What follows belongs to an exercise in optimizing a design on an open flow for small area and a short achievable clock period; a production flow would make more cautious choices.
Function was not checked in any run shown here: the RTL went through the layout flow alone.
No activity file was given, so power comes from the tool's default toggle rates.

## flow/design.v (module list and top-level ports; edited modules follow where they fit)
// module vedicmult_16bit: 1656 lines
// module FA: 4 lines
// module XN2: 3 lines
// module OR2: 3 lines
// module X2: 3 lines
// module NR2: 3 lines
// module NAND2M: 3 lines
module vedicmult_16bit(input [15:0] a, b,
input clk, reset,
output reg [31:0] out);
  // ...
==> flow/flow/run.sh <==
#!/bin/bash
# Own layout flow: the standard ORFS flow (standard.sh), with the input and
# output port buffers made of plain buf_2 cells (the default picks a delay cell);
# the output buffers are then cut down to buf_1 before detailed placement.
set -euo pipefail
export BUFFER_PORTS_ARGS="-buffer_cell sky130_fd_sc_hd__buf_2"
export PRE_FLOORPLAN_TCL="$PWD/flow/pre_floorplan.tcl"
export PRE_DETAIL_PLACE_TCL="$PWD/flow/pre_detail_place.tcl"
export SETUP_SLACK_MARGIN=8.8
bash standard.sh > standard.log 2>&1
==> flow/flow/pre_detail_place.tcl <==
# Output ports drive only the 10 fF pin load and have ample slack: their port
# buffers can be the smallest buffer.
set n 0
foreach inst [[ord::get_db_block] getInsts] {
  set m [[$inst getMaster] getName]
  set name [$inst getName]
  if { $m eq "sky130_fd_sc_hd__buf_2" && [string match "output*" $name] } {
    replace_cell [get_cells $name] sky130_fd_sc_hd__buf_1
    incr n
  }
}
puts "pre_detail_place: resized $n output buffers"
==> flow/flow/pre_floorplan.tcl <==
# Synthesis (abc) maps each Booth selector to an a22oi_2; the _1 cell is the
# same function in less area and easily drives the single gate it feeds.
set swaps {sky130_fd_sc_hd__a22oi_2 sky130_fd_sc_hd__a22oi_1}
set n 0
foreach inst [[ord::get_db_block] getInsts] {
  set m [[$inst getMaster] getName]
  if { [dict exists $swaps $m] } {
    replace_cell [get_cells [$inst getName]] [dict get $swaps $m]
    incr n
  }
}
puts "pre_floorplan: resized $n cells"
==> flow/standard.sh <==
#!/bin/bash
# synth_recipe.tcl (not shown) runs the flow's synth.tcl, then flattens the netlist and writes it again
# the make line also repeats each setting of config.mk as NAME=value (left out here)
make -C /OpenROAD-flow-scripts/flow DESIGN_CONFIG=/design/flow/config.mk WORK_HOME=/design/flow/orfs CLKGATE_MAP_FILE= SYNTH_SCRIPT=/design/flow/synth_recipe.tcl "${@:-finish}"
==> flow/config.mk <==
export PLATFORM = sky130hd
export DESIGN_NAME = vedicmult_16bit
export DESIGN_NICKNAME = vedicmult_16bit
export VERILOG_FILES = /design/flow/design.v
export SDC_FILE = /design/flow/constraint.sdc
export NUM_CORES = 4
export LEC_CHECK = 0
export CAP_MARGIN = 20
export CORE_MARGIN = 2
export CORE_UTILIZATION = 40
export CTS_BUF_LIST = sky130_fd_sc_hd__clkbuf_8
export CTS_CLUSTER_SIZE = 8
export SLEW_MARGIN = 20
export SYNTH_HIERARCHICAL = 1
export SYNTH_MINIMUM_KEEP_SIZE = 0
==> flow/constraint.sdc <==
create_clock -name core_clock -period 17.0 [get_ports {clk}]
set_input_delay 3.4000 -clock core_clock [delete_from_list [all_inputs] [get_ports {clk}]]
set_output_delay 3.4000 -clock core_clock [all_outputs]
set_load 0.01 [all_outputs]
==> metrics.json, run 1 <==
{
  "final_core_utilization": {"value": 44.2, "unit": "%"},
  "multi_input_cells": {"value": 689},
  "yosys.area_share.xor_xnor": {"value": 8.43, "unit": "%"},
  "clk-power": {"value": 0.0761, "unit": "mW"},
  "largestClassByArea": {"value": "multi-input gates"},
  "p_leak": {"value": 2.85, "unit": "nW"},
  "crit_path_end_kind": {"value": "flop"},
  "worst_setup_path_startpoint": {"value": "a[1]"},
  "postLayoutCellArea": {"value": 7970, "unit": "sq um"},
  "seq-power": {"value": 0.121, "unit": "mW"},
  "initial_core_util": {"value": 40.9, "unit": "%"},
  "postRouteWirelength": {"value": 18700, "unit": "um"},
  "layout.cells.most_common": {"value": "nand2_1"},
  "multi_input_area_share": {"value": 81.6, "unit": "%"},
  "postSynth.asyncResetShare": {"value": 0, "unit": "%"},
  "synth-simple-area-share": {"value": 21.5, "unit": "%"},
  "syn-mean-instance-area": {"value": 9.35, "unit": "sq um"},
  "cp_data_arrival_time": {"value": 8.19, "unit": "ns"},
  "grt_remaining_overflow": {"value": 0},
  "status": {"value": "finished clean"},
  "dieWidth": {"value": 140, "unit": "um"},
  "cp_top_family": {"value": "adder cells"},
  "vias": {"value": 5442},
  "core_area": {"value": 18000, "unit": "sq um"},
  "drt-vias-per-instance": {"value": 5.29}
}
==> run 2, diff against run 1 <==
--- a/flow/design.v
+++ b/flow/design.v
@@ -1,11 +1,12 @@
 module vedicmult_16bit(input [15:0] a, b,
 input clk, reset,
 output reg [31:0] out);
+wire [15:0] am = reset ? a : 16'd0;
 wire pp0_0;
 wire pp0_1;
 wire pp0_2;
 wire pp0_3;
 wire pp0_4;
 wire pp0_5;
 wire pp0_6;
 wire pp0_7;
@@ -734,456 +735,429 @@
 wire p475;
 wire g476;
 wire p477;
 wire g478;
 wire p479;
 wire g480;
 wire p481;
 wire p482;
-wire t483;
-wire t484;
-wire t485;
-wire t486;
-wire t487;
-wire t488;
-wire t489;
-wire t490;
-wire t491;
-wire t492;
-wire t493;
-wire t494;
-wire t495;
-wire t496;
-wire t497;
-wire t498;
-wire t499;
-wire t500;
-wire t501;
-wire t502;
-wire t503;
-wire t504;
-wire t505;
-wire t506;
-wire t507;
-wire t508;
-wire t509;
+wire g483;
+wire g484;
+wire p485;
+wire g486;
+wire p487;
+wire g488;
+wire p489;
+wire g490;
+wire p491;
+wire g492;
+wire p493;
+wire g494;
+wire p495;
+wire g496;
+wire p497;
+wire g498;
+wire p499;
+wire g500;
+wire p501;
+wire g502;
+wire p503;
+wire g504;
+wire p505;
+wire g506;
+wire p507;
+wire g508;
+wire p509;
 wire g510;
-wire g511;
-wire p512;
-wire g513;
-wire p514;
-wire g515;
-wire p516;
-wire g517;
-wire p518;
-wire g519;
-wire p520;
-wire g521;
-wire p522;
-wire g523;
-wire p524;
-wire g525;
-wire p526;
-wire g527;
-wire p528;
-wire g529;
-wire p530;
-wire g531;
-wire p532;
-wire g533;
-wire p534;
-wire g535;
-wire p536;
-wire g537;
-wire p538;
-wire g539;
-wire p540;
-wire g541;
-wire p542;
-wire g543;
-wire p544;
-wire g545;
-wire p546;
-wire g547;
-wire p548;
-wire g549;
-wire p550;
-wire g551;
-wire p552;
-wire g553;
-wire p554;
-wire g555;
-wire p556;
-wire g557;
-wire p558;
-wire g559;
-wire p560;
-wire g561;
-wire p562;
-wire g563;
-wire p564;
-wire g565;
-wire p566;
-wire g567;
-wire p568;
-wire g569;
-wire p570;
-wire g571;
-wire p572;
-wire g573;
-wire p574;
-wire g575;
-wire p576;
-wire g577;
-wire p578;
-wire g579;
-wire p580;
-wire g581;
-wire p582;
-wire g583;
-wire p584;
-wire g585;
-wire p586;
-wire g587;
-wire p588;
-wire g589;
-wire p590;
-wire g591;
-wire p592;
-wire g593;
-wire p594;
-wire g595;
-wire p596;
-wire g597;
-wire p598;
-wire g599;
-wire p600;
-wire g601;
-wire p602;
-wire g603;
-wire p604;
-wire g605;
-wire p606;
-wire g607;
-wire p608;
-wire g609;
-wire p610;
-wire g611;
-wire p612;
-wire g613;
-wire p614;
-wire g615;
-wire p616;
-wire g617;
-wire p618;
-wire g619;
-wire p620;
-wire g621;
-wire p622;
-wire g623;
-wire p624;
-wire g625;
-wire p626;
-wire g627;
-wire p628;
-wire g629;
-wire p630;
-wire g631;
-wire p632;
-wire g633;
-wire p634;
-wire g635;
-wire p636;
-wire g637;
-wire p638;
+wire p511;
+wire g512;
+wire p513;
+wire g514;
+wire p515;
+wire g516;
+wire p517;
+wire g518;
+wire p519;
+wire g520;
+wire p521;
+wire g522;
+wire p523;
+wire g524;
+wire p525;
+wire g526;
+wire p527;
+wire g528;
+wire p529;
+wire g530;
+wire p531;
+wire g532;
+wire p533;
+wire g534;
+wire p535;
+wire g536;
+wire p537;
+wire g538;
+wire p539;
+wire g540;
+wire p541;
+wire g542;
+wire p543;
+wire g544;
+wire p545;
+wire g546;
+wire p547;
+wire g548;
+wire p549;
+wire g550;
+wire p551;
+wire g552;
+wire p553;
+wire g554;
+wire p555;
+wire g556;
+wire p557;
+wire g558;
+wire p559;
+wire g560;
+wire p561;
+wire g562;
+wire p563;
+wire g564;
+wire p565;
+wire g566;
+wire p567;
+wire g568;
+wire p569;
+wire g570;
+wire p571;
+wire g572;
+wire p573;
+wire g574;
+wire p575;
+wire g576;
+wire p577;
+wire g578;
+wire p579;
+wire g580;
+wire p581;
+wire g582;
+wire p583;
+wire g584;
+wire p585;
+wire g586;
+wire p587;
+wire g588;
+wire p589;
+wire g590;
+wire p591;
+wire g592;
+wire p593;
+wire g594;
+wire p595;
+wire g596;
+wire p597;
+wire g598;
+wire p599;
+wire g600;
+wire p601;
+wire g602;
+wire p603;
+wire g604;
+wire p605;
+wire g606;
+wire p607;
+wire g608;
+wire p609;
+wire g610;
+wire p611;
+wire o612;
+wire o613;
+wire o614;
+wire o615;
+wire o616;
+wire o617;
+wire o618;
+wire o619;
+wire o620;
+wire o621;
+wire o622;
+wire o623;
+wire o624;
+wire o625;
+wire o626;
+wire o627;
+wire o628;
+wire o629;
+wire o630;
+wire o631;
+wire o632;
+wire o633;
+wire o634;
+wire o635;
+wire o636;
+wire o637;
+wire o638;
 wire o639;
-wire o640;
-wire o641;
-wire o642;
-wire o643;
-wire o644;
-wire o645;
-wire o646;
-wire o647;
-wire o648;
-wire o649;
-wire o650;
-wire o651;
-wire o652;
-wire o653;
-wire o654;
-wire o655;
-wire o656;
-wire o657;
-wire o658;
-wire o659;
-wire o660;
-wire o661;
-wire o662;
-wire o663;
-wire o664;
-wire o665;
-wire o666;
-assign pp0_0 = ~(a[0] & b[0]);
-assign pp0_1 = ~(a[1] & b[0]);
-assign pp0_2 = ~(a[2] & b[0]);
-assign pp0_3 = ~(a[3] & b[0]);
-assign pp0_4 = ~(a[4] & b[0]);
-assign pp0_5 = ~(a[5] & b[0]);
-assign pp0_6 = ~(a[6] & b[0]);
-assign pp0_7 = ~(a[7] & b[0]);
-assign pp0_8 = ~(a[8] & b[0]);
-assign pp0_9 = ~(a[9] & b[0]);
-assign pp0_10 = ~(a[10] & b[0]);
-assign pp0_11 = ~(a[11] & b[0]);
-assign pp0_12 = ~(a[12] & b[0]);
-assign pp0_13 = ~(a[13] & b[0]);
-assign pp0_14 = ~(a[14] & b[0]);
-assign pp0_15 = ~(a[15] & b[0]);
-assign pp1_0 = ~(a[0] & b[1]);
-assign pp1_1 = ~(a[1] & b[1]);
-assign pp1_2 = ~(a[2] & b[1]);
-assign pp1_3 = ~(a[3] & b[1]);
-assign pp1_4 = ~(a[4] & b[1]);
-assign pp1_5 = ~(a[5] & b[1]);
-assign pp1_6 = ~(a[6] & b[1]);
-assign pp1_7 = ~(a[7] & b[1]);
-assign pp1_8 = ~(a[8] & b[1]);
-assign pp1_9 = ~(a[9] & b[1]);
-assign pp1_10 = ~(a[10] & b[1]);
-assign pp1_11 = ~(a[11] & b[1]);
-assign pp1_12 = ~(a[12] & b[1]);
-assign pp1_13 = ~(a[13] & b[1]);
-assign pp1_14 = ~(a[14] & b[1]);
-assign pp1_15 = ~(a[15] & b[1]);
-assign pp2_0 = ~(a[0] & b[2]);
-assign pp2_1 = ~(a[1] & b[2]);
-assign pp2_2 = ~(a[2] & b[2]);
-assign pp2_3 = ~(a[3] & b[2]);
-assign pp2_4 = ~(a[4] & b[2]);
-assign pp2_5 = ~(a[5] & b[2]);
-assign pp2_6 = ~(a[6] & b[2]);
-assign pp2_7 = ~(a[7] & b[2]);
-assign pp2_8 = ~(a[8] & b[2]);
-assign pp2_9 = ~(a[9] & b[2]);
-assign pp2_10 = ~(a[10] & b[2]);
-assign pp2_11 = ~(a[11] & b[2]);
-assign pp2_12 = ~(a[12] & b[2]);
-assign pp2_13 = ~(a[13] & b[2]);
-assign pp2_14 = ~(a[14] & b[2]);
-assign pp2_15 = ~(a[15] & b[2]);
-assign pp3_0 = ~(a[0] & b[3]);
-assign pp3_1 = ~(a[1] & b[3]);
-assign pp3_2 = ~(a[2] & b[3]);
-assign pp3_3 = ~(a[3] & b[3]);
-assign pp3_4 = ~(a[4] & b[3]);
-assign pp3_5 = ~(a[5] & b[3]);
-assign pp3_6 = ~(a[6] & b[3]);
-assign pp3_7 = ~(a[7] & b[3]);
-assign pp3_8 = ~(a[8] & b[3]);
-assign pp3_9 = ~(a[9] & b[3]);
-assign pp3_10 = ~(a[10] & b[3]);
-assign pp3_11 = ~(a[11] & b[3]);
-assign pp3_12 = ~(a[12] & b[3]);
-assign pp3_13 = ~(a[13] & b[3]);
-assign pp3_14 = ~(a[14] & b[3]);
-assign pp3_15 = ~(a[15] & b[3]);
-assign pp4_0 = ~(a[0] & b[4]);
-assign pp4_1 = ~(a[1] & b[4]);
-assign pp4_2 = ~(a[2] & b[4]);
-assign pp4_3 = ~(a[3] & b[4]);
-assign pp4_4 = ~(a[4] & b[4]);
-assign pp4_5 = ~(a[5] & b[4]);
-assign pp4_6 = ~(a[6] & b[4]);
-assign pp4_7 = ~(a[7] & b[4]);
-assign pp4_8 = ~(a[8] & b[4]);
-assign pp4_9 = ~(a[9] & b[4]);
-assign pp4_10 = ~(a[10] & b[4]);
-assign pp4_11 = ~(a[11] & b[4]);
-assign pp4_12 = ~(a[12] & b[4]);
-assign pp4_13 = ~(a[13] & b[4]);
-assign pp4_14 = ~(a[14] & b[4]);
-assign pp4_15 = ~(a[15] & b[4]);
-assign pp5_0 = ~(a[0] & b[5]);
-assign pp5_1 = ~(a[1] & b[5]);
-assign pp5_2 = ~(a[2] & b[5]);
-assign pp5_3 = ~(a[3] & b[5]);
-assign pp5_4 = ~(a[4] & b[5]);
-assign pp5_5 = ~(a[5] & b[5]);
-assign pp5_6 = ~(a[6] & b[5]);
-assign pp5_7 = ~(a[7] & b[5]);
-assign pp5_8 = ~(a[8] & b[5]);
-assign pp5_9 = ~(a[9] & b[5]);
-assign pp5_10 = ~(a[10] & b[5]);
-assign pp5_11 = ~(a[11] & b[5]);
-assign pp5_12 = ~(a[12] & b[5]);
-assign pp5_13 = ~(a[13] & b[5]);
-assign pp5_14 = ~(a[14] & b[5]);
-assign pp5_15 = ~(a[15] & b[5]);
-assign pp6_0 = ~(a[0] & b[6]);
-assign pp6_1 = ~(a[1] & b[6]);
-assign pp6_2 = ~(a[2] & b[6]);
-assign pp6_3 = ~(a[3] & b[6]);
-assign pp6_4 = ~(a[4] & b[6]);
-assign pp6_5 = ~(a[5] & b[6]);
-assign pp6_6 = ~(a[6] & b[6]);
-assign pp6_7 = ~(a[7] & b[6]);
-assign pp6_8 = ~(a[8] & b[6]);
-assign pp6_9 = ~(a[9] & b[6]);
-assign pp6_10 = ~(a[10] & b[6]);
-assign pp6_11 = ~(a[11] & b[6]);
-assign pp6_12 = ~(a[12] & b[6]);
-assign pp6_13 = ~(a[13] & b[6]);
-assign pp6_14 = ~(a[14] & b[6]);
-assign pp6_15 = ~(a[15] & b[6]);
-assign pp7_0 = ~(a[0] & b[7]);
-assign pp7_1 = ~(a[1] & b[7]);
-assign pp7_2 = ~(a[2] & b[7]);
-assign pp7_3 = ~(a[3] & b[7]);
-assign pp7_4 = ~(a[4] & b[7]);
-assign pp7_5 = ~(a[5] & b[7]);
-assign pp7_6 = ~(a[6] & b[7]);
-assign pp7_7 = ~(a[7] & b[7]);
-assign pp7_8 = ~(a[8] & b[7]);
-assign pp7_9 = ~(a[9] & b[7]);
-assign pp7_10 = ~(a[10] & b[7]);
-assign pp7_11 = ~(a[11] & b[7]);
-assign pp7_12 = ~(a[12] & b[7]);
-assign pp7_13 = ~(a[13] & b[7]);
-assign pp7_14 = ~(a[14] & b[7]);
-assign pp7_15 = ~(a[15] & b[7]);
-assign pp8_0 = ~(a[0] & b[8]);
-assign pp8_1 = ~(a[1] & b[8]);
-assign pp8_2 = ~(a[2] & b[8]);
-assign pp8_3 = ~(a[3] & b[8]);
-assign pp8_4 = ~(a[4] & b[8]);
-assign pp8_5 = ~(a[5] & b[8]);
-assign pp8_6 = ~(a[6] & b[8]);
-assign pp8_7 = ~(a[7] & b[8]);
-assign pp8_8 = ~(a[8] & b[8]);
-assign pp8_9 = ~(a[9] & b[8]);
-assign pp8_10 = ~(a[10] & b[8]);
-assign pp8_11 = ~(a[11] & b[8]);
-assign pp8_12 = ~(a[12] & b[8]);
-assign pp8_13 = ~(a[13] & b[8]);
-assign pp8_14 = ~(a[14] & b[8]);
-assign pp8_15 = ~(a[15] & b[8]);
-assign pp9_0 = ~(a[0] & b[9]);
-assign pp9_1 = ~(a[1] & b[9]);
-assign pp9_2 = ~(a[2] & b[9]);
-assign pp9_3 = ~(a[3] & b[9]);
-assign pp9_4 = ~(a[4] & b[9]);
-assign pp9_5 = ~(a[5] & b[9]);
-assign pp9_6 = ~(a[6] & b[9]);
-assign pp9_7 = ~(a[7] & b[9]);
-assign pp9_8 = ~(a[8] & b[9]);
-assign pp9_9 = ~(a[9] & b[9]);
-assign pp9_10 = ~(a[10] & b[9]);
-assign pp9_11 = ~(a[11] & b[9]);
-assign pp9_12 = ~(a[12] & b[9]);
-assign pp9_13 = ~(a[13] & b[9]);
-assign pp9_14 = ~(a[14] & b[9]);
-assign pp9_15 = ~(a[15] & b[9]);
-assign pp10_0 = ~(a[0] & b[10]);
-assign pp10_1 = ~(a[1] & b[10]);
-assign pp10_2 = ~(a[2] & b[10]);
-assign pp10_3 = ~(a[3] & b[10]);
-assign pp10_4 = ~(a[4] & b[10]);
-assign pp10_5 = ~(a[5] & b[10]);
-assign pp10_6 = ~(a[6] & b[10]);
-assign pp10_7 = ~(a[7] & b[10]);
-assign pp10_8 = ~(a[8] & b[10]);
-assign pp10_9 = ~(a[9] & b[10]);
-assign pp10_10 = ~(a[10] & b[10]);
-assign pp10_11 = ~(a[11] & b[10]);
-assign pp10_12 = ~(a[12] & b[10]);
-assign pp10_13 = ~(a[13] & b[10]);
-assign pp10_14 = ~(a[14] & b[10]);
-assign pp10_15 = ~(a[15] & b[10]);
-assign pp11_0 = ~(a[0] & b[11]);
-assign pp11_1 = ~(a[1] & b[11]);
-assign pp11_2 = ~(a[2] & b[11]);
-assign pp11_3 = ~(a[3] & b[11]);
-assign pp11_4 = ~(a[4] & b[11]);
-assign pp11_5 = ~(a[5] & b[11]);
-assign pp11_6 = ~(a[6] & b[11]);
-assign pp11_7 = ~(a[7] & b[11]);
-assign pp11_8 = ~(a[8] & b[11]);
-assign pp11_9 = ~(a[9] & b[11]);
-assign pp11_10 = ~(a[10] & b[11]);
-assign pp11_11 = ~(a[11] & b[11]);
-assign pp11_12 = ~(a[12] & b[11]);
-assign pp11_13 = ~(a[13] & b[11]);
-assign pp11_14 = ~(a[14] & b[11]);
-assign pp11_15 = ~(a[15] & b[11]);
-assign pp12_0 = ~(a[0] & b[12]);
-assign pp12_1 = ~(a[1] & b[12]);
-assign pp12_2 = ~(a[2] & b[12]);
-assign pp12_3 = ~(a[3] & b[12]);
-assign pp12_4 = ~(a[4] & b[12]);
-assign pp12_5 = ~(a[5] & b[12]);
-assign pp12_6 = ~(a[6] & b[12]);
-assign pp12_7 = ~(a[7] & b[12]);
-assign pp12_8 = ~(a[8] & b[12]);
-assign pp12_9 = ~(a[9] & b[12]);
-assign pp12_10 = ~(a[10] & b[12]);
-assign pp12_11 = ~(a[11] & b[12]);
-assign pp12_12 = ~(a[12] & b[12]);
-assign pp12_13 = ~(a[13] & b[12]);
-assign pp12_14 = ~(a[14] & b[12]);
-assign pp12_15 = ~(a[15] & b[12]);
-assign pp13_0 = ~(a[0] & b[13]);
-assign pp13_1 = ~(a[1] & b[13]);
-assign pp13_2 = ~(a[2] & b[13]);
-assign pp13_3 = ~(a[3] & b[13]);
-assign pp13_4 = ~(a[4] & b[13]);
-assign pp13_5 = ~(a[5] & b[13]);
-assign pp13_6 = ~(a[6] & b[13]);
-assign pp13_7 = ~(a[7] & b[13]);
-assign pp13_8 = ~(a[8] & b[13]);
-assign pp13_9 = ~(a[9] & b[13]);
-assign pp13_10 = ~(a[10] & b[13]);
-assign pp13_11 = ~(a[11] & b[13]);
-assign pp13_12 = ~(a[12] & b[13]);
-assign pp13_13 = ~(a[13] & b[13]);
-assign pp13_14 = ~(a[14] & b[13]);
-assign pp13_15 = ~(a[15] & b[13]);
-assign pp14_0 = ~(a[0] & b[14]);
-assign pp14_1 = ~(a[1] & b[14]);
-assign pp14_2 = ~(a[2] & b[14]);
-assign pp14_3 = ~(a[3] & b[14]);
-assign pp14_4 = ~(a[4] & b[14]);
-assign pp14_5 = ~(a[5] & b[14]);
-assign pp14_6 = ~(a[6] & b[14]);
-assign pp14_7 = ~(a[7] & b[14]);
-assign pp14_8 = ~(a[8] & b[14]);
-assign pp14_9 = ~(a[9] & b[14]);
-assign pp14_10 = ~(a[10] & b[14]);
-assign pp14_11 = ~(a[11] & b[14]);
-assign pp14_12 = ~(a[12] & b[14]);
-assign pp14_13 = ~(a[13] & b[14]);
-assign pp14_14 = ~(a[14] & b[14]);
-assign pp14_15 = ~(a[15] & b[14]);
-assign pp15_0 = ~(a[0] & b[15]);
-assign pp15_1 = ~(a[1] & b[15]);
-assign pp15_2 = ~(a[2] & b[15]);
-assign pp15_3 = ~(a[3] & b[15]);
-assign pp15_4 = ~(a[4] & b[15]);
-assign pp15_5 = ~(a[5] & b[15]);
-assign pp15_6 = ~(a[6] & b[15]);
-assign pp15_7 = ~(a[7] & b[15]);
-assign pp15_8 = ~(a[8] & b[15]);
-assign pp15_9 = ~(a[9] & b[15]);
-assign pp15_10 = ~(a[10] & b[15]);
-assign pp15_11 = ~(a[11] & b[15]);
-assign pp15_12 = ~(a[12] & b[15]);
-assign pp15_13 = ~(a[13] & b[15]);
-assign pp15_14 = ~(a[14] & b[15]);
-assign pp15_15 = ~(a[15] & b[15]);
+assign pp0_0 = ~(am[0] & b[0]);
+assign pp0_1 = ~(am[1] & b[0]);
+assign pp0_2 = ~(am[2] & b[0]);
+assign pp0_3 = ~(am[3] & b[0]);
+assign pp0_4 = ~(am[4] & b[0]);
+assign pp0_5 = ~(am[5] & b[0]);
+assign pp0_6 = ~(am[6] & b[0]);
+assign pp0_7 = ~(am[7] & b[0]);
+assign pp0_8 = ~(am[8] & b[0]);
+assign pp0_9 = ~(am[9] & b[0]);
+assign pp0_10 = ~(am[10] & b[0]);
+assign pp0_11 = ~(am[11] & b[0]);
+assign pp0_12 = ~(am[12] & b[0]);
+assign pp0_13 = ~(am[13] & b[0]);
+assign pp0_14 = ~(am[14] & b[0]);
+assign pp0_15 = ~(am[15] & b[0]);
+assign pp1_0 = ~(am[0] & b[1]);
+assign pp1_1 = ~(am[1] & b[1]);
+assign pp1_2 = ~(am[2] & b[1]);
+assign pp1_3 = ~(am[3] & b[1]);
+assign pp1_4 = ~(am[4] & b[1]);
+assign pp1_5 = ~(am[5] & b[1]);
+assign pp1_6 = ~(am[6] & b[1]);
+assign pp1_7 = ~(am[7] & b[1]);
+assign pp1_8 = ~(am[8] & b[1]);
+assign pp1_9 = ~(am[9] & b[1]);
+assign pp1_10 = ~(am[10] & b[1]);
+assign pp1_11 = ~(am[11] & b[1]);
+assign pp1_12 = ~(am[12] & b[1]);
+assign pp1_13 = ~(am[13] & b[1]);
+assign pp1_14 = ~(am[14] & b[1]);
+assign pp1_15 = ~(am[15] & b[1]);
+assign pp2_0 = ~(am[0] & b[2]);
+assign pp2_1 = ~(am[1] & b[2]);
+assign pp2_2 = ~(am[2] & b[2]);
+assign pp2_3 = ~(am[3] & b[2]);
+assign pp2_4 = ~(am[4] & b[2]);
+assign pp2_5 = ~(am[5] & b[2]);
+assign pp2_6 = ~(am[6] & b[2]);
+assign pp2_7 = ~(am[7] & b[2]);
+assign pp2_8 = ~(am[8] & b[2]);
+assign pp2_9 = ~(am[9] & b[2]);
+assign pp2_10 = ~(am[10] & b[2]);
+assign pp2_11 = ~(am[11] & b[2]);
+assign pp2_12 = ~(am[12] & b[2]);
+assign pp2_13 = ~(am[13] & b[2]);
+assign pp2_14 = ~(am[14] & b[2]);
+assign pp2_15 = ~(am[15] & b[2]);
+assign pp3_0 = ~(am[0] & b[3]);
+assign pp3_1 = ~(am[1] & b[3]);
+assign pp3_2 = ~(am[2] & b[3]);
+assign pp3_3 = ~(am[3] & b[3]);
+assign pp3_4 = ~(am[4] & b[3]);
+assign pp3_5 = ~(am[5] & b[3]);
+assign pp3_6 = ~(am[6] & b[3]);
+assign pp3_7 = ~(am[7] & b[3]);
+assign pp3_8 = ~(am[8] & b[3]);
+assign pp3_9 = ~(am[9] & b[3]);
+assign pp3_10 = ~(am[10] & b[3]);
+assign pp3_11 = ~(am[11] & b[3]);
+assign pp3_12 = ~(am[12] & b[3]);
+assign pp3_13 = ~(am[13] & b[3]);
+assign pp3_14 = ~(am[14] & b[3]);
+assign pp3_15 = ~(am[15] & b[3]);
+assign pp4_0 = ~(am[0] & b[4]);
+assign pp4_1 = ~(am[1] & b[4]);
+assign pp4_2 = ~(am[2] & b[4]);
+assign pp4_3 = ~(am[3] & b[4]);
+assign pp4_4 = ~(am[4] & b[4]);
+assign pp4_5 = ~(am[5] & b[4]);
+assign pp4_6 = ~(am[6] & b[4]);
+assign pp4_7 = ~(am[7] & b[4]);
+assign pp4_8 = ~(am[8] & b[4]);
+assign pp4_9 = ~(am[9] & b[4]);
+assign pp4_10 = ~(am[10] & b[4]);
+assign pp4_11 = ~(am[11] & b[4]);
+assign pp4_12 = ~(am[12] & b[4]);
+assign pp4_13 = ~(am[13] & b[4]);
+assign pp4_14 = ~(am[14] & b[4]);
+assign pp4_15 = ~(am[15] & b[4]);
+assign pp5_0 = ~(am[0] & b[5]);
+assign pp5_1 = ~(am[1] & b[5]);
+assign pp5_2 = ~(am[2] & b[5]);
+assign pp5_3 = ~(am[3] & b[5]);
+assign pp5_4 = ~(am[4] & b[5]);
+assign pp5_5 = ~(am[5] & b[5]);
+assign pp5_6 = ~(am[6] & b[5]);
+assign pp5_7 = ~(am[7] & b[5]);
+assign pp5_8 = ~(am[8] & b[5]);
+assign pp5_9 = ~(am[9] & b[5]);
+assign pp5_10 = ~(am[10] & b[5]);
+assign pp5_11 = ~(am[11] & b[5]);
+assign pp5_12 = ~(am[12] & b[5]);
+assign pp5_13 = ~(am[13] & b[5]);
+assign pp5_14 = ~(am[14] & b[5]);
+assign pp5_15 = ~(am[15] & b[5]);
+assign pp6_0 = ~(am[0] & b[6]);
+assign pp6_1 = ~(am[1] & b[6]);
+assign pp6_2 = ~(am[2] & b[6]);
+assign pp6_3 = ~(am[3] & b[6]);
+assign pp6_4 = ~(am[4] & b[6]);
+assign pp6_5 = ~(am[5] & b[6]);
+assign pp6_6 = ~(am[6] & b[6]);
+assign pp6_7 = ~(am[7] & b[6]);
+assign pp6_8 = ~(am[8] & b[6]);
+assign pp6_9 = ~(am[9] & b[6]);
+assign pp6_10 = ~(am[10] & b[6]);
+assign pp6_11 = ~(am[11] & b[6]);
+assign pp6_12 = ~(am[12] & b[6]);
+assign pp6_13 = ~(am[13] & b[6]);
+assign pp6_14 = ~(am[14] & b[6]);
+assign pp6_15 = ~(am[15] & b[6]);
+assign pp7_0 = ~(am[0] & b[7]);
+assign pp7_1 = ~(am[1] & b[7]);
+assign pp7_2 = ~(am[2] & b[7]);
+assign pp7_3 = ~(am[3] & b[7]);
+assign pp7_4 = ~(am[4] & b[7]);
+assign pp7_5 = ~(am[5] & b[7]);
+assign pp7_6 = ~(am[6] & b[7]);
+assign pp7_7 = ~(am[7] & b[7]);
+assign pp7_8 = ~(am[8] & b[7]);
+assign pp7_9 = ~(am[9] & b[7]);
+assign pp7_10 = ~(am[10] & b[7]);
+assign pp7_11 = ~(am[11] & b[7]);
+assign pp7_12 = ~(am[12] & b[7]);
+assign pp7_13 = ~(am[13] & b[7]);
+assign pp7_14 = ~(am[14] & b[7]);
+assign pp7_15 = ~(am[15] & b[7]);
+assign pp8_0 = ~(am[0] & b[8]);
+assign pp8_1 = ~(am[1] & b[8]);
+assign pp8_2 = ~(am[2] & b[8]);
+assign pp8_3 = ~(am[3] & b[8]);
+assign pp8_4 = ~(am[4] & b[8]);
+assign pp8_5 = ~(am[5] & b[8]);
+assign pp8_6 = ~(am[6] & b[8]);
+assign pp8_7 = ~(am[7] & b[8]);
+assign pp8_8 = ~(am[8] & b[8]);
+assign pp8_9 = ~(am[9] & b[8]);
+assign pp8_10 = ~(am[10] & b[8]);
+assign pp8_11 = ~(am[11] & b[8]);
+assign pp8_12 = ~(am[12] & b[8]);
+assign pp8_13 = ~(am[13] & b[8]);
+assign pp8_14 = ~(am[14] & b[8]);
+assign pp8_15 = ~(am[15] & b[8]);
+assign pp9_0 = ~(am[0] & b[9]);
+assign pp9_1 = ~(am[1] & b[9]);
+assign pp9_2 = ~(am[2] & b[9]);
+assign pp9_3 = ~(am[3] & b[9]);
+assign pp9_4 = ~(am[4] & b[9]);
+assign pp9_5 = ~(am[5] & b[9]);
+assign pp9_6 = ~(am[6] & b[9]);
+assign pp9_7 = ~(am[7] & b[9]);
+assign pp9_8 = ~(am[8] & b[9]);
+assign pp9_9 = ~(am[9] & b[9]);
+assign pp9_10 = ~(am[10] & b[9]);
+assign pp9_11 = ~(am[11] & b[9]);
+assign pp9_12 = ~(am[12] & b[9]);
+assign pp9_13 = ~(am[13] & b[9]);
+assign pp9_14 = ~(am[14] & b[9]);
+assign pp9_15 = ~(am[15] & b[9]);
+assign pp10_0 = ~(am[0] & b[10]);
+assign pp10_1 = ~(am[1] & b[10]);
+assign pp10_2 = ~(am[2] & b[10]);
+assign pp10_3 = ~(am[3] & b[10]);
+assign pp10_4 = ~(am[4] & b[10]);
+assign pp10_5 = ~(am[5] & b[10]);
+assign pp10_6 = ~(am[6] & b[10]);
+assign pp10_7 = ~(am[7] & b[10]);
+assign pp10_8 = ~(am[8] & b[10]);
+assign pp10_9 = ~(am[9] & b[10]);
+assign pp10_10 = ~(am[10] & b[10]);
+assign pp10_11 = ~(am[11] & b[10]);
+assign pp10_12 = ~(am[12] & b[10]);
+assign pp10_13 = ~(am[13] & b[10]);
+assign pp10_14 = ~(am[14] & b[10]);
+assign pp10_15 = ~(am[15] & b[10]);
+assign pp11_0 = ~(am[0] & b[11]);
+assign pp11_1 = ~(am[1] & b[11]);
+assign pp11_2 = ~(am[2] & b[11]);
+assign pp11_3 = ~(am[3] & b[11]);
+assign pp11_4 = ~(am[4] & b[11]);
+assign pp11_5 = ~(am[5] & b[11]);
+assign pp11_6 = ~(am[6] & b[11]);
+assign pp11_7 = ~(am[7] & b[11]);
+assign pp11_8 = ~(am[8] & b[11]);
+assign pp11_9 = ~(am[9] & b[11]);
+assign pp11_10 = ~(am[10] & b[11]);
+assign pp11_11 = ~(am[11] & b[11]);
+assign pp11_12 = ~(am[12] & b[11]);
+assign pp11_13 = ~(am[13] & b[11]);
+assign pp11_14 = ~(am[14] & b[11]);
+assign pp11_15 = ~(am[15] & b[11]);
+assign pp12_0 = ~(am[0] & b[12]);
+assign pp12_1 = ~(am[1] & b[12]);
+assign pp12_2 = ~(am[2] & b[12]);
+assign pp12_3 = ~(am[3] & b[12]);
+assign pp12_4 = ~(am[4] & b[12]);
+assign pp12_5 = ~(am[5] & b[12]);
+assign pp12_6 = ~(am[6] & b[12]);
+assign pp12_7 = ~(am[7] & b[12]);
+assign pp12_8 = ~(am[8] & b[12]);
+assign pp12_9 = ~(am[9] & b[12]);
+assign pp12_10 = ~(am[10] & b[12]);
+assign pp12_11 = ~(am[11] & b[12]);
+assign pp12_12 = ~(am[12] & b[12]);
+assign pp12_13 = ~(am[13] & b[12]);
+assign pp12_14 = ~(am[14] & b[12]);
+assign pp12_15 = ~(am[15] & b[12]);
+assign pp13_0 = ~(am[0] & b[13]);
+assign pp13_1 = ~(am[1] & b[13]);
+assign pp13_2 = ~(am[2] & b[13]);
+assign pp13_3 = ~(am[3] & b[13]);
+assign pp13_4 = ~(am[4] & b[13]);
+assign pp13_5 = ~(am[5] & b[13]);
+assign pp13_6 = ~(am[6] & b[13]);
+assign pp13_7 = ~(am[7] & b[13]);
+assign pp13_8 = ~(am[8] & b[13]);
+assign pp13_9 = ~(am[9] & b[13]);
+assign pp13_10 = ~(am[10] & b[13]);
+assign pp13_11 = ~(am[11] & b[13]);
+assign pp13_12 = ~(am[12] & b[13]);
+assign pp13_13 = ~(am[13] & b[13]);
+assign pp13_14 = ~(am[14] & b[13]);
+assign pp13_15 = ~(am[15] & b[13]);
+assign pp14_0 = ~(am[0] & b[14]);
+assign pp14_1 = ~(am[1] & b[14]);
+assign pp14_2 = ~(am[2] & b[14]);
+assign pp14_3 = ~(am[3] & b[14]);
+assign pp14_4 = ~(am[4] & b[14]);
+assign pp14_5 = ~(am[5] & b[14]);
+assign pp14_6 = ~(am[6] & b[14]);
+assign pp14_7 = ~(am[7] & b[14]);
+assign pp14_8 = ~(am[8] & b[14]);
+assign pp14_9 = ~(am[9] & b[14]);
+assign pp14_10 = ~(am[10] & b[14]);
+assign pp14_11 = ~(am[11] & b[14]);
+assign pp14_12 = ~(am[12] & b[14]);
+assign pp14_13 = ~(am[13] & b[14]);
+assign pp14_14 = ~(am[14] & b[14]);
+assign pp14_15 = ~(am[15] & b[14]);
+assign pp15_0 = ~(am[0] & b[15]);
+assign pp15_1 = ~(am[1] & b[15]);
+assign pp15_2 = ~(am[2] & b[15]);
+assign pp15_3 = ~(am[3] & b[15]);
+assign pp15_4 = ~(am[4] & b[15]);
+assign pp15_5 = ~(am[5] & b[15]);
+assign pp15_6 = ~(am[6] & b[15]);
+assign pp15_7 = ~(am[7] & b[15]);
+assign pp15_8 = ~(am[8] & b[15]);
+assign pp15_9 = ~(am[9] & b[15]);
+assign pp15_10 = ~(am[10] & b[15]);
+assign pp15_11 = ~(am[11] & b[15]);
+assign pp15_12 = ~(am[12] & b[15]);
+assign pp15_13 = ~(am[13] & b[15]);
+assign pp15_14 = ~(am[14] & b[15]);
+assign pp15_15 = ~(am[15] & b[15]);
 XN2 u_s1 (.x(pp0_13), .y(pp1_12), .o(s1));
 OR2 u_c2 (.x(pp0_13), .y(pp1_12), .o(c2));
 FA u_s3 (.x(pp0_14), .y(pp1_13), .z(pp2_12), .s(s3), .c(c4));
 XN2 u_s5 (.x(pp3_11), .y(pp4_10), .o(s5));
 OR2 u_c6 (.x(pp3_11), .y(pp4_10), .o(c6));
 FA u_s7 (.x(pp0_15), .y(pp1_14), .z(pp2_13), .s(s7), .c(c8));
 FA u_s9 (.x(pp3_12), .y(pp4_11), .z(pp5_10), .s(s9), .c(c10));
 XN2 u_s11 (.x(pp6_9), .y(pp7_8), .o(s11));
@@ -1459,204 +1433,176 @@
 X2 u_p475 (.x(s415), .y(c414), .o(p475));
 NR2 u_g476 (.x(s417), .y(c416), .o(g476));
 X2 u_p477 (.x(s417), .y(c416), .o(p477));
 NR2 u_g478 (.x(s419), .y(c418), .o(g478));
 X2 u_p479 (.x(s419), .y(c418), .o(p479));
 NR2 u_g480 (.x(pp15_15), .y(c420), .o(g480));
 X2 u_p481 (.x(pp15_15), .y(c420), .o(p481));
 assign p482 = 1'b0;
-NAND2M u_t483 (.x(s369), .y(c368), .o(t483));
-NAND2M u_t484 (.x(s371), .y(c370), .o(t484));
-NAND2M u_t485 (.x(s373), .y(c372), .o(t485));
-NAND2M u_t486 (.x(s375), .y(c374), .o(t486));
-NAND2M u_t487 (.x(s377), .y(c376), .o(t487));
-NAND2M u_t488 (.x(s379), .y(c378), .o(t488));
-NAND2M u_t489 (.x(s381), .y(c380), .o(t489));
-NAND2M u_t490 (.x(s383), .y(c382), .o(t490));
-NAND2M u_t491 (.x(s385), .y(c384), .o(t491));
-NAND2M u_t492 (.x(s387), .y(c386), .o(t492));
-NAND2M u_t493 (.x(s389), .y(c388), .o(t493));
-NAND2M u_t494 (.x(s391), .y(c390), .o(t494));
-NAND2M u_t495 (.x(s393), .y(c392), .o(t495));
-NAND2M u_t496 (.x(s395), .y(c394), .o(t496));
-NAND2M u_t497 (.x(s397), .y(c396), .o(t497));
-NAND2M u_t498 (.x(s399), .y(c398), .o(t498));
-NAND2M u_t499 (.x(s401), .y(c400), .o(t499));
-NAND2M u_t500 (.x(s403), .y(c402), .o(t500));
-NAND2M u_t501 (.x(s405), .y(c404), .o(t501));
-NAND2M u_t502 (.x(s407), .y(c406), .o(t502));
-NAND2M u_t503 (.x(s409), .y(c408), .o(t503));
-NAND2M u_t504 (.x(s411), .y(c410), .o(t504));
-NAND2M u_t505 (.x(s413), .y(c412), .o(t505));
-NAND2M u_t506 (.x(s415), .y(c414), .o(t506));
-NAND2M u_t507 (.x(s417), .y(c416), .o(t507));
-NAND2M u_t508 (.x(s419), .y(c418), .o(t508));
-NAND2M u_t509 (.x(pp15_15), .y(c420), .o(t509));
-assign g510 = g428 | (t483 & ci427);
-assign g511 = g430 | (t484 & g510);
-assign p512 = t484 & t483;
-assign g513 = g434 | (t486 & g432);
-assign p514 = t486 & t485;
-assign g515 = g438 | (t488 & g436);
-assign p516 = t488 & t487;
-assign g517 = g442 | (t490 & g440);
-assign p518 = t490 & t489;
-assign g519 = g446 | (t492 & g444);
-assign p520 = t492 & t491;
-assign g521 = g450 | (t494 & g448);
-assign p522 = t494 & t493;
-assign g523 = g454 | (t496 & g452);
-assign p524 = t496 & t495;
-assign g525 = g458 | (t498 & g456);
-assign p526 = t498 & t497;
-assign g527 = g462 | (t500 & g460);
-assign p528 = t500 & t499;
-assign g529 = g466 | (t502 & g464);
-assign p530 = t502 & t501;
-assign g531 = g470 | (t504 & g468);
-assign p532 = t504 & t503;
-assign g533 = g474 | (t506 & g472);
-assign p534 = t506 & t505;
-assign g535 = g478 | (t508 & g476);
-assign p536 = t508 & t507;
-assign g537 = 1'b0 | (p482 & g480);
-assign p538 = p482 & t509;
-assign g539 = g432 | (t485 & g511);
-assign p540 = t485 & p512;
-assign g541 = g513 | (p514 & g511);
-assign p542 = p514 & p512;
-assign g543 = g440 | (t489 & g515);
-assign p544 = t489 & p516;
-assign g545 = g517 | (p518 & g515);
-assign p546 = p518 & p516;
-assign g547 = g448 | (t493 & g519);
-assign p548 = t493 & p520;
-assign g549 = g521 | (p522 & g519);
-assign p550 = p522 & p520;
-assign g551 = g456 | (t497 & g523);
-assign p552 = t497 & p524;
-assign g553 = g525 | (p526 & g523);
-assign p554 = p526 & p524;
-assign g555 = g464 | (t501 & g527);
-assign p556 = t501 & p528;
-assign g557 = g529 | (p530 & g527);
-assign p558 = p530 & p528;
-assign g559 = g472 | (t505 & g531);
-assign p560 = t505 & p532;
-assign g561 = g533 | (p534 & g531);
-assign p562 = p534 & p532;
-assign g563 = g480 | (t509 & g535);
-assign p564 = t509 & p536;
-assign g565 = g537 | (p538 & g535);
-assign p566 = p538 & p536;
-assign g567 = g436 | (t487 & g541);
-assign p568 = t487 & p542;
-assign g569 = g515 | (p516 & g541);
-assign p570 = p516 & p542;
-assign g571 = g543 | (p544 & g541);
-assign p572 = p544 & p542;
-assign g573 = g545 | (p546 & g541);
-assign p574 = p546 & p542;
-assign g575 = g452 | (t495 & g549);
-assign p576 = t495 & p550;
-assign g577 = g523 | (p524 & g549);
-assign p578 = p524 & p550;
-assign g579 = g551 | (p552 & g549);
-assign p580 = p552 & p550;
-assign g581 = g553 | (p554 & g549);
-assign p582 = p554 & p550;
-assign g583 = g468 | (t503 & g557);
-assign p584 = t503 & p558;
-assign g585 = g531 | (p532 & g557);
-assign p586 = p532 & p558;
-assign g587 = g559 | (p560 & g557);
-assign p588 = p560 & p558;
-assign g589 = g561 | (p562 & g557);
-assign p590 = p562 & p558;
-assign g591 = g444 | (t491 & g573);
-assign p592 = t491 & p574;
-assign g593 = g519 | (p520 & g573);
-assign p594 = p520 & p574;
-assign g595 = g547 | (p548 & g573);
-assign p596 = p548 & p574;
-assign g597 = g549 | (p550 & g573);
-assign p598 = p550 & p574;
-assign g599 = g575 | (p576 & g573);
-assign p600 = p576 & p574;
-assign g601 = g577 | (p578 & g573);
-assign p602 = p578 & p574;
-assign g603 = g579 | (p580 & g573);
-assign p604 = p580 & p574;
-assign g605 = g581 | (p582 & g573);
-assign p606 = p582 & p574;
-assign g607 = g476 | (t507 & g589);
-assign p608 = t507 & p590;
-assign g609 = g535 | (p536 & g589);
-assign p610 = p536 & p590;
-assign g611 = g563 | (p564 & g589);
-assign p612 = p564 & p590;
-assign g613 = g565 | (p566 & g589);
-assign p614 = p566 & p590;
-assign g615 = g460 | (t499 & g605);
-assign p616 = t499 & p606;
-assign g617 = g527 | (p528 & g605);
-assign p618 = p528 & p606;
-assign g619 = g555 | (p556 & g605);
-assign p620 = p556 & p606;
-assign g621 = g557 | (p558 & g605);
-assign p622 = p558 & p606;
-assign g623 = g583 | (p584 & g605);
-assign p624 = p584 & p606;
-assign g625 = g585 | (p586 & g605);
-assign p626 = p586 & p606;
-assign g627 = g587 | (p588 & g605);
-assign p628 = p588 & p606;
-assign g629 = g589 | (p590 & g605);
-assign p630 = p590 & p606;
-assign g631 = g607 | (p608 & g605);
-assign p632 = p608 & p606;
-assign g633 = g609 | (p610 & g605);
-assign p634 = p610 & p606;
-assign g635 = g611 | (p612 & g605);
-assign p636 = p612 & p606;
-assign g637 = g613 | (p614 & g605);
-assign p638 = p614 & p606;
-XN2 u_o639 (.x(p429), .y(ci427), .o(o639));
-XN2 u_o640 (.x(p431), .y(g510), .o(o640));
-XN2 u_o641 (.x(p433), .y(g511), .o(o641));
-XN2 u_o642 (.x(p435), .y(g539), .o(o642));
-XN2 u_o643 (.x(p437), .y(g541), .o(o643));
-XN2 u_o644 (.x(p439), .y(g567), .o(o644));
-XN2 u_o645 (.x(p441), .y(g569), .o(o645));
-XN2 u_o646 (.x(p443), .y(g571), .o(o646));
-XN2 u_o647 (.x(p445), .y(g573), .o(o647));
-XN2 u_o648 (.x(p447), .y(g591), .o(o648));
-XN2 u_o649 (.x(p449), .y(g593), .o(o649));
-XN2 u_o650 (.x(p451), .y(g595), .o(o650));
-XN2 u_o651 (.x(p453), .y(g597), .o(o651));
-XN2 u_o652 (.x(p455), .y(g599), .o(o652));
-XN2 u_o653 (.x(p457), .y(g601), .o(o653));
-XN2 u_o654 (.x(p459), .y(g603), .o(o654));
-XN2 u_o655 (.x(p461), .y(g605), .o(o655));
-XN2 u_o656 (.x(p463), .y(g615), .o(o656));
-XN2 u_o657 (.x(p465), .y(g617), .o(o657));
-XN2 u_o658 (.x(p467), .y(g619), .o(o658));
-XN2 u_o659 (.x(p469), .y(g621), .o(o659));
-XN2 u_o660 (.x(p471), .y(g623), .o(o660));
-XN2 u_o661 (.x(p473), .y(g625), .o(o661));
-XN2 u_o662 (.x(p475), .y(g627), .o(o662));
-XN2 u_o663 (.x(p477), .y(g629), .o(o663));
-XN2 u_o664 (.x(p479), .y(g631), .o(o664));
-XN2 u_o665 (.x(p481), .y(g633), .o(o665));
-XN2 u_o666 (.x(p482), .y(g635), .o(o666));
-wire [31:0] prod = {~o666, ~o665, ~o664, ~o663, ~o662, ~o661, ~o660, ~o659, ~o658, ~o657, ~o656, ~o655, ~o654, ~o653, ~o652, ~o651, ~o650, ~o649, ~o648, ~o647, ~o646, ~o645, ~o644, ~o643, ~o642, ~o641, ~o640, ~o639, ~s425, ~s423, ~s421, ~pp0_0};
+assign g483 = g428 | (p429 & ci427);
+assign g484 = g430 | (p431 & g483);
+assign p485 = p431 & p429;
+assign g486 = g434 | (p435 & g432);
+assign p487 = p435 & p433;
+assign g488 = g438 | (p439 & g436);
+assign p489 = p439 & p437;
+assign g490 = g442 | (p443 & g440);
+assign p491 = p443 & p441;
+assign g492 = g446 | (p447 & g444);
+assign p493 = p447 & p445;
+assign g494 = g450 | (p451 & g448);
+assign p495 = p451 & p449;
+assign g496 = g454 | (p455 & g452);
+assign p497 = p455 & p453;
+assign g498 = g458 | (p459 & g456);
+assign p499 = p459 & p457;
+assign g500 = g462 | (p463 & g460);
+assign p501 = p463 & p461;
+assign g502 = g466 | (p467 & g464);
+assign p503 = p467 & p465;
+assign g504 = g470 | (p471 & g468);
+assign p505 = p471 & p469;
+assign g506 = g474 | (p475 & g472);
+assign p507 = p475 & p473;
+assign g508 = g478 | (p479 & g476);
+assign p509 = p479 & p477;
+assign g510 = 1'b0 | (p482 & g480);
+assign p511 = p482 & p481;
+assign g512 = g432 | (p433 & g484);
+assign p513 = p433 & p485;
+assign g514 = g486 | (p487 & g484);
+assign p515 = p487 & p485;
+assign g516 = g440 | (p441 & g488);
+assign p517 = p441 & p489;
+assign g518 = g490 | (p491 & g488);
+assign p519 = p491 & p489;
+assign g520 = g448 | (p449 & g492);
+assign p521 = p449 & p493;
+assign g522 = g494 | (p495 & g492);
+assign p523 = p495 & p493;
+assign g524 = g456 | (p457 & g496);
+assign p525 = p457 & p497;
+assign g526 = g498 | (p499 & g496);
+assign p527 = p499 & p497;
+assign g528 = g464 | (p465 & g500);
+assign p529 = p465 & p501;
+assign g530 = g502 | (p503 & g500);
+assign p531 = p503 & p501;
+assign g532 = g472 | (p473 & g504);
+assign p533 = p473 & p505;
+assign g534 = g506 | (p507 & g504);
+assign p535 = p507 & p505;
+assign g536 = g480 | (p481 & g508);
+assign p537 = p481 & p509;
+assign g538 = g510 | (p511 & g508);
+assign p539 = p511 & p509;
+assign g540 = g436 | (p437 & g514);
+assign p541 = p437 & p515;
+assign g542 = g488 | (p489 & g514);
+assign p543 = p489 & p515;
+assign g544 = g516 | (p517 & g514);
+assign p545 = p517 & p515;
+assign g546 = g518 | (p519 & g514);
+assign p547 = p519 & p515;
+assign g548 = g452 | (p453 & g522);
+assign p549 = p453 & p523;
+assign g550 = g496 | (p497 & g522);
+assign p551 = p497 & p523;
+assign g552 = g524 | (p525 & g522);
+assign p553 = p525 & p523;
+assign g554 = g526 | (p527 & g522);
+assign p555 = p527 & p523;
+assign g556 = g468 | (p469 & g530);
+assign p557 = p469 & p531;
+assign g558 = g504 | (p505 & g530);
+assign p559 = p505 & p531;
+assign g560 = g532 | (p533 & g530);
+assign p561 = p533 & p531;
+assign g562 = g534 | (p535 & g530);
+assign p563 = p535 & p531;
+assign g564 = g444 | (p445 & g546);
+assign p565 = p445 & p547;
+assign g566 = g492 | (p493 & g546);
+assign p567 = p493 & p547;
+assign g568 = g520 | (p521 & g546);
+assign p569 = p521 & p547;
+assign g570 = g522 | (p523 & g546);
+assign p571 = p523 & p547;
+assign g572 = g548 | (p549 & g546);
+assign p573 = p549 & p547;
+assign g574 = g550 | (p551 & g546);
+assign p575 = p551 & p547;
+assign g576 = g552 | (p553 & g546);
+assign p577 = p553 & p547;
+assign g578 = g554 | (p555 & g546);
+assign p579 = p555 & p547;
+assign g580 = g476 | (p477 & g562);
+assign p581 = p477 & p563;
+assign g582 = g508 | (p509 & g562);
+assign p583 = p509 & p563;
+assign g584 = g536 | (p537 & g562);
+assign p585 = p537 & p563;
+assign g586 = g538 | (p539 & g562);
+assign p587 = p539 & p563;
+assign g588 = g460 | (p461 & g578);
+assign p589 = p461 & p579;
+assign g590 = g500 | (p501 & g578);
+assign p591 = p501 & p579;
+assign g592 = g528 | (p529 & g578);
+assign p593 = p529 & p579;
+assign g594 = g530 | (p531 & g578);
+assign p595 = p531 & p579;
+assign g596 = g556 | (p557 & g578);
+assign p597 = p557 & p579;
+assign g598 = g558 | (p559 & g578);
+assign p599 = p559 & p579;
+assign g600 = g560 | (p561 & g578);
+assign p601 = p561 & p579;
+assign g602 = g562 | (p563 & g578);
+assign p603 = p563 & p579;
+assign g604 = g580 | (p581 & g578);
+assign p605 = p581 & p579;
+assign g606 = g582 | (p583 & g578);
+assign p607 = p583 & p579;
+assign g608 = g584 | (p585 & g578);
+assign p609 = p585 & p579;
+assign g610 = g586 | (p587 & g578);
+assign p611 = p587 & p579;
+X2 u_o612 (.x(p429), .y(ci427), .o(o612));
+X2 u_o613 (.x(p431), .y(g483), .o(o613));
+X2 u_o614 (.x(p433), .y(g484), .o(o614));
+X2 u_o615 (.x(p435), .y(g512), .o(o615));
+X2 u_o616 (.x(p437), .y(g514), .o(o616));
+X2 u_o617 (.x(p439), .y(g540), .o(o617));
+X2 u_o618 (.x(p441), .y(g542), .o(o618));
+X2 u_o619 (.x(p443), .y(g544), .o(o619));
+X2 u_o620 (.x(p445), .y(g546), .o(o620));
+X2 u_o621 (.x(p447), .y(g564), .o(o621));
+X2 u_o622 (.x(p449), .y(g566), .o(o622));
+X2 u_o623 (.x(p451), .y(g568), .o(o623));
+X2 u_o624 (.x(p453), .y(g570), .o(o624));
+X2 u_o625 (.x(p455), .y(g572), .o(o625));
+X2 u_o626 (.x(p457), .y(g574), .o(o626));
+X2 u_o627 (.x(p459), .y(g576), .o(o627));
+X2 u_o628 (.x(p461), .y(g578), .o(o628));
+X2 u_o629 (.x(p463), .y(g588), .o(o629));
+X2 u_o630 (.x(p465), .y(g590), .o(o630));
+X2 u_o631 (.x(p467), .y(g592), .o(o631));
+X2 u_o632 (.x(p469), .y(g594), .o(o632));
+X2 u_o633 (.x(p471), .y(g596), .o(o633));
+X2 u_o634 (.x(p473), .y(g598), .o(o634));
+X2 u_o635 (.x(p475), .y(g600), .o(o635));
+X2 u_o636 (.x(p477), .y(g602), .o(o636));
+X2 u_o637 (.x(p479), .y(g604), .o(o637));
+X2 u_o638 (.x(p481), .y(g606), .o(o638));
+X2 u_o639 (.x(p482), .y(g608), .o(o639));
+wire [31:0] prod = {o639, o638, o637, o636, o635, o634, o633, o632, o631, o630, o629, o628, o627, o626, o625, o624, o623, o622, o621, o620, o619, o618, o617, o616, o615, o614, o613, o612, ~s425, ~s423, ~s421, ~pp0_0};
 always @(posedge clk) begin
-  if (reset) out <= prod;
-  else out <= 32'd0;
+  out <= prod;
 end
 endmodule
 module FA(input x, y, z, output s, c);
 assign s = x ^ y ^ z;
 assign c = (x & y) | (x & z) | (y & z);
 endmodule
 module XN2(input x, y, output o);
 assign o = ~(x ^ y);
@@ -1665,11 +1611,8 @@
 assign o = x | y;
 endmodule
 module X2(input x, y, output o);
 assign o = x ^ y;
 endmodule
 module NR2(input x, y, output o);
 assign o = ~(x | y);
 endmodule
-module NAND2M(input x, y, output o);
-assign o = ~(x & y);
-endmodule
==> flow/flow/run.sh (replaced) <==
#!/bin/bash
# Own layout flow: the standard ORFS flow (standard.sh), with the input and
# output port buffers made of plain buf_2 cells (the default picks a delay cell).
set -euo pipefail
export BUFFER_PORTS_ARGS="-buffer_cell sky130_fd_sc_hd__buf_2"
export PRE_FLOORPLAN_TCL="$PWD/flow/pre_floorplan.tcl"
bash standard.sh > standard.log 2>&1
==> flow/config.mk (replaced) <==
export PLATFORM = sky130hd
export DESIGN_NAME = vedicmult_16bit
export DESIGN_NICKNAME = vedicmult_16bit
export VERILOG_FILES = /design/flow/design.v
export SDC_FILE = /design/flow/constraint.sdc
export NUM_CORES = 4
export LEC_CHECK = 0
export CAP_MARGIN = 20
export CORE_MARGIN = 2
export CORE_UTILIZATION = 40
export CTS_BUF_LIST = sky130_fd_sc_hd__clkbuf_4 sky130_fd_sc_hd__clkbuf_8
export SLEW_MARGIN = 20
export SYNTH_HIERARCHICAL = 1
export SYNTH_MINIMUM_KEEP_SIZE = 0
removed: flow/flow/pre_detail_place.tcl
==> metrics.json, run 2 <==
{
  "ioPinCount": {"value": 66},
  "synth_largest_area_cell": {"value": "fa_1"},
  "dieWidth": {"value": 138, "unit": "um", "change": "-1.5%"},
  "worstMarginPinSlew": {"value": 0.829, "unit": "ns"},
  "synth_fa_ha_area_share": {"value": 55.1, "unit": "%"},
  "timing.final.setup_violations": {"value": 0},
  "vias": {"value": 5201, "change": "-4.4%"},
  "worstPathRequired": {"value": 17.25, "unit": "ns"},
  "antenna_cells": {"value": 0},
  "hold_path.class": {"value": "primary input to flop"},
  "grt_remaining_overflow": {"value": 0, "change": "unchanged"},
  "synthesis.nets": {"value": 983},
  "netlist_top_cells_count": {"value": "nand2_1 (263), fa_1 (197), xor2_1 (55)"},
  "clk_pin_slew_worst_paths": {"value": 0.09, "unit": "ns"},
  "netlist_instances": {"value": 752},
  "clock_path_buffers": {"value": 2},
  "synth_flop_cell": {"value": "dfxtp_1"},
  "status": {"value": "finished clean"},
  "setup_total_negative_slack": {"value": 0, "unit": "ns"},
  "timing_hold_violations_final": {"value": 0},
  "drt-vias-per-instance": {"value": 5.27, "change": "-0.36%"},
  "cts_root_buf": {"value": "clkbuf_8"},
  "power_density": {"value": 105, "unit": "nW/um^2"},
  "post_synth_instance_area": {"value": 7150, "unit": "sq um"},
  "cp_max_fo": {"value": 17},
  "initial_antenna_violation_count": {"value": 0},
  "via_count_of_the_first_global_routing_pass": {"value": 5725},
  "clkSinkCount": {"value": 32},
  "synth-edff-count": {"value": 0},
  "initial_core_util": {"value": 41.1, "unit": "%", "change": "+0.12 points"},
  "detail_route.wl_per_cell": {"value": 18.1, "unit": "um"},
  "timing.setup.critical_path_class": {"value": "primary input to flop"},
  "crit_path_end_kind": {"value": "flop"},
  "dieArea": {"value": 19000, "unit": "sq um"},
  "synth_top_family_by_area": {"value": "adder cells"},
  "largest_reg_flops": {"value": 32},
  "drt-initial-drc-count": {"value": 409},
  "area_delta_synth_final": {"value": 6.60, "unit": "%"},
  "ys_warn_count": {"value": 7},
  "yosys.area_share.xor_xnor": {"value": 8.69, "unit": "%", "change": "+0.27 points"},
  "yosys_register_bits": {"value": 32},
  "synth.area.mux_share": {"value": 0, "unit": "%"},
  "drc": {"value": 0},
  "period_share": {"value": 53.3, "unit": "%"},
  "cts_hold_repair.buffers": {"value": 0},
  "first_pass_grt_wire_length": {"value": 29700, "unit": "um"},
  "all_layer_global_routing_usage": {"value": 20.9, "unit": "%"},
  "cts.repair_timing.setup_buffer_count": {"value": 0},
  "maxSlewHeadroom": {"value": 44.7, "unit": "%"},
  "ys_seq_area_share": {"value": 8.96, "unit": "%"},
  "fin_cells": {"value": 987},
  "grt_start_max_net_pins": {"value": 18},
  "syn-mean-instance-area": {"value": 9.51, "unit": "sq um", "change": "+1.7%"},
  "synth_top_cell_area_share": {"value": 55.1, "unit": "%"},
  "compound_gate_fraction_of_synth_area": {"value": 4.18, "unit": "%"},
  "hold-worst-slack": {"value": 3.31, "unit": "ns"},
  "rsz_0062_raised_after_global_routing": {"value": "false"},
  "place_inst": {"value": 979},
  "power.ir.vdd_worst": {"value": 0.0000533, "unit": "V"},
  "final.min_clock_period": {"value": 9.06, "unit": "ns"},
  "hpwl": {"value": 13900, "unit": "um"},
  "core_area": {"value": 17400, "unit": "sq um", "change": "-3.4%"},
  "cts_tree": {"value": "yes"},
  "post_cts_resize_count": {"value": 0},
  "numPortBuffers": {"value": 65},
  "yosysUniqueCellTypes": {"value": 34},
  "layout.cells.most_common": {"value": "nand2_1"},
  "postRouteWirelength": {"value": 17800, "unit": "um", "change": "-4.6%"},
  "critical_path.startpoint_type": {"value": "primary input"},
  "die_extent_in_y": {"value": 138, "unit": "um"},
  "htreeDepth": {"value": 2},
  "final_cell_mix": {"value": "nand2_1 (263), fa_1 (197), buf_2 (65)"},
  "drt_pass1_iterations": {"value": 5},
  "max_freq": {"value": 110, "unit": "MHz"},
  "most_flops_register": {"value": "out"},
  "synth-simple-area-share": {"value": 19.2, "unit": "%", "change": "-2.3 points"},
  "fillers": {"value": 1732},
  "postSynth.asyncResetShare": {"value": 0, "unit": "%", "change": "unchanged"},
  "cts-buffers-inserted": {"value": 5},
  "reg_top3": {"value": "out (32)"},
  "globalplace.congestion": {"value": 0.832},
  "drv_cap": {"value": 0},
  "floorplan.rows": {"value": 48},
  "p_leak": {"value": 2.39, "unit": "nW", "change": "-16%"},
  "timing.final.max_slew_violations": {"value": 0},
  "layout-drive-gt1-share": {"value": 10.2, "unit": "%"},
  "design.final.nets": {"value": 992},
  "drtAntennaViolNets": {"value": 0},
  "synth_most_common_cell": {"value": "nand2_1"},
  "cp_data_arrival_time": {"value": 9.31, "unit": "ns", "change": "+1.12 ns"},
  "synth_top_cells_by_area": {"value": "fa_1 (55%), nand2_1 (14%), dfxtp_1 (9.0%), xor2_1 (6.7%), clkbuf_1 (2.8%)"}
}
[run 2: cell count changes after synthesis, moves of 2 or more]
cell	previous run	this run
nand2_1	288	263
and2_1	0	16
a21o_1	17	19
inv_1	3	6
o21ai_1	0	4
nor2b_1	34	1
xnor2_1	44	16
o21ai_0	4	2
xor2_1	27	55
clkbuf_1	65	54
inv_2	0	2
buf_1	0	10
[run 2: critical path, stage by stage]
cell and delay, ns:
buf_2 0.21, and2_1 0.58, nand2_1 0.17, fa_1 0.61, fa_1 0.46, fa_1 0.51
fa_1 0.44, fa_1 0.49, fa_1 0.55, xor2_1 0.33, nand4_1 0.24, or2_2 0.38
o21a_1 0.25, o211a_1 0.26, o31ai_1 0.24, xor2_1 0.17
[run 2: area by class of cell]
type	count	area [sq um]	area share (%)
repair buffers	66	333	4.37
clock inverters	1	7.51	0.0985
clock buffers	7	90.1	1.18
well taps	225	282	3.69
flip-flops and latches	32	641	8.40
multi-input cells	648	6240	81.9
inverters	8	30.0	0.394
[run 2: cell families (layout without fill, tap and decap cells)]
kind of cell | after synthesis | in the layout
AOI/OAI and AO/OA | 43 | 43
xor gates and xnor gates | 71 | 71
adders and majority gates | 197 | 197
buffers and inverters | 72 | 82
DFF | 32 | 32
other | 1 | 1
and+or+nand+nor | 336 | 336
[run 2: worst paths after layout]
path	from	end	slack (ns)	cells after the start
setup / recovery	reset	out[31]	7.94	16
hold / removal	a[0]	out[0]	3.31	2
[run 2: power by group]
group          internal [mW]  switching, mW  total, mW
sequential             0.117        0.00662      0.123
combinational          0.253          0.354      0.607
clock                 0.0346         0.0357     0.0703
total                  0.404          0.396      0.800
[run 2: Yosys stat by module, one instance, submodules excluded]
module	flops+latches	cells
XN2	0	1
X2	0	1
vedicmult_16bit	32	441
FA	0	1
OR2	0	1
NR2	0	1
[run 2: per-layer routing]
metal  GRT usage [%]  vias to the layer above  wire, um
met5               0                        -         0
met2            34.1                      189      8550
met1            27.7                     2706      7490
li1                -                     2277         -
met4            6.69                        0       429
met3            4.82                       29      1360
[run 2: metrics by stage]
stage	power (mW)	area (sq um)	worst slack, ns	util (%)
2_1_floorplan	0.594	7150	8.21	-
5_1_grt	0.896	7620	7.65	43.8
3_5_place_dp	0.739	7530	7.61	43.2
6_report	0.800	7620	7.94	43.8
3_3_place_gp	0.733	7530	7.63	43.2
4_1_cts	0.815	7620	7.92	43.8

separate check: timing with driven ports:
The results above use ideal ports. As a check the final layouts listed here were re-extracted and re-timed, cells and wires unchanged. Step 1: set_driving_cell puts a clkbuf_16 on clk and a buf_2 on each other input, an assumption about the parent block. Step 2 moves the port delays by t, midway between the first and last clock arrival at a register: inputs arrive t later, outputs are due t later. That takes back most of the time a late clock gives input paths. Three values: ideal ports, drivers, drivers and shift; two values: the first two.
run | shift t [ns] | setup WS [ns] | worst setup path at the end | worst slew at a driven data input, ns | pins driven straight from the clock port
run 1 | 0.345 | 9.012 / 9.017 / 8.673 | input to register | 0.06 | 1
run 2 | 0.347 | 7.939 / 7.954 / 7.608 | input to register | 0.05 | 1
After both steps setup and hold are still met in every run listed. For run 1, which loses most, drivers alone change the setup slack by +0.005 ns; drivers and shift together by -0.339 ns.
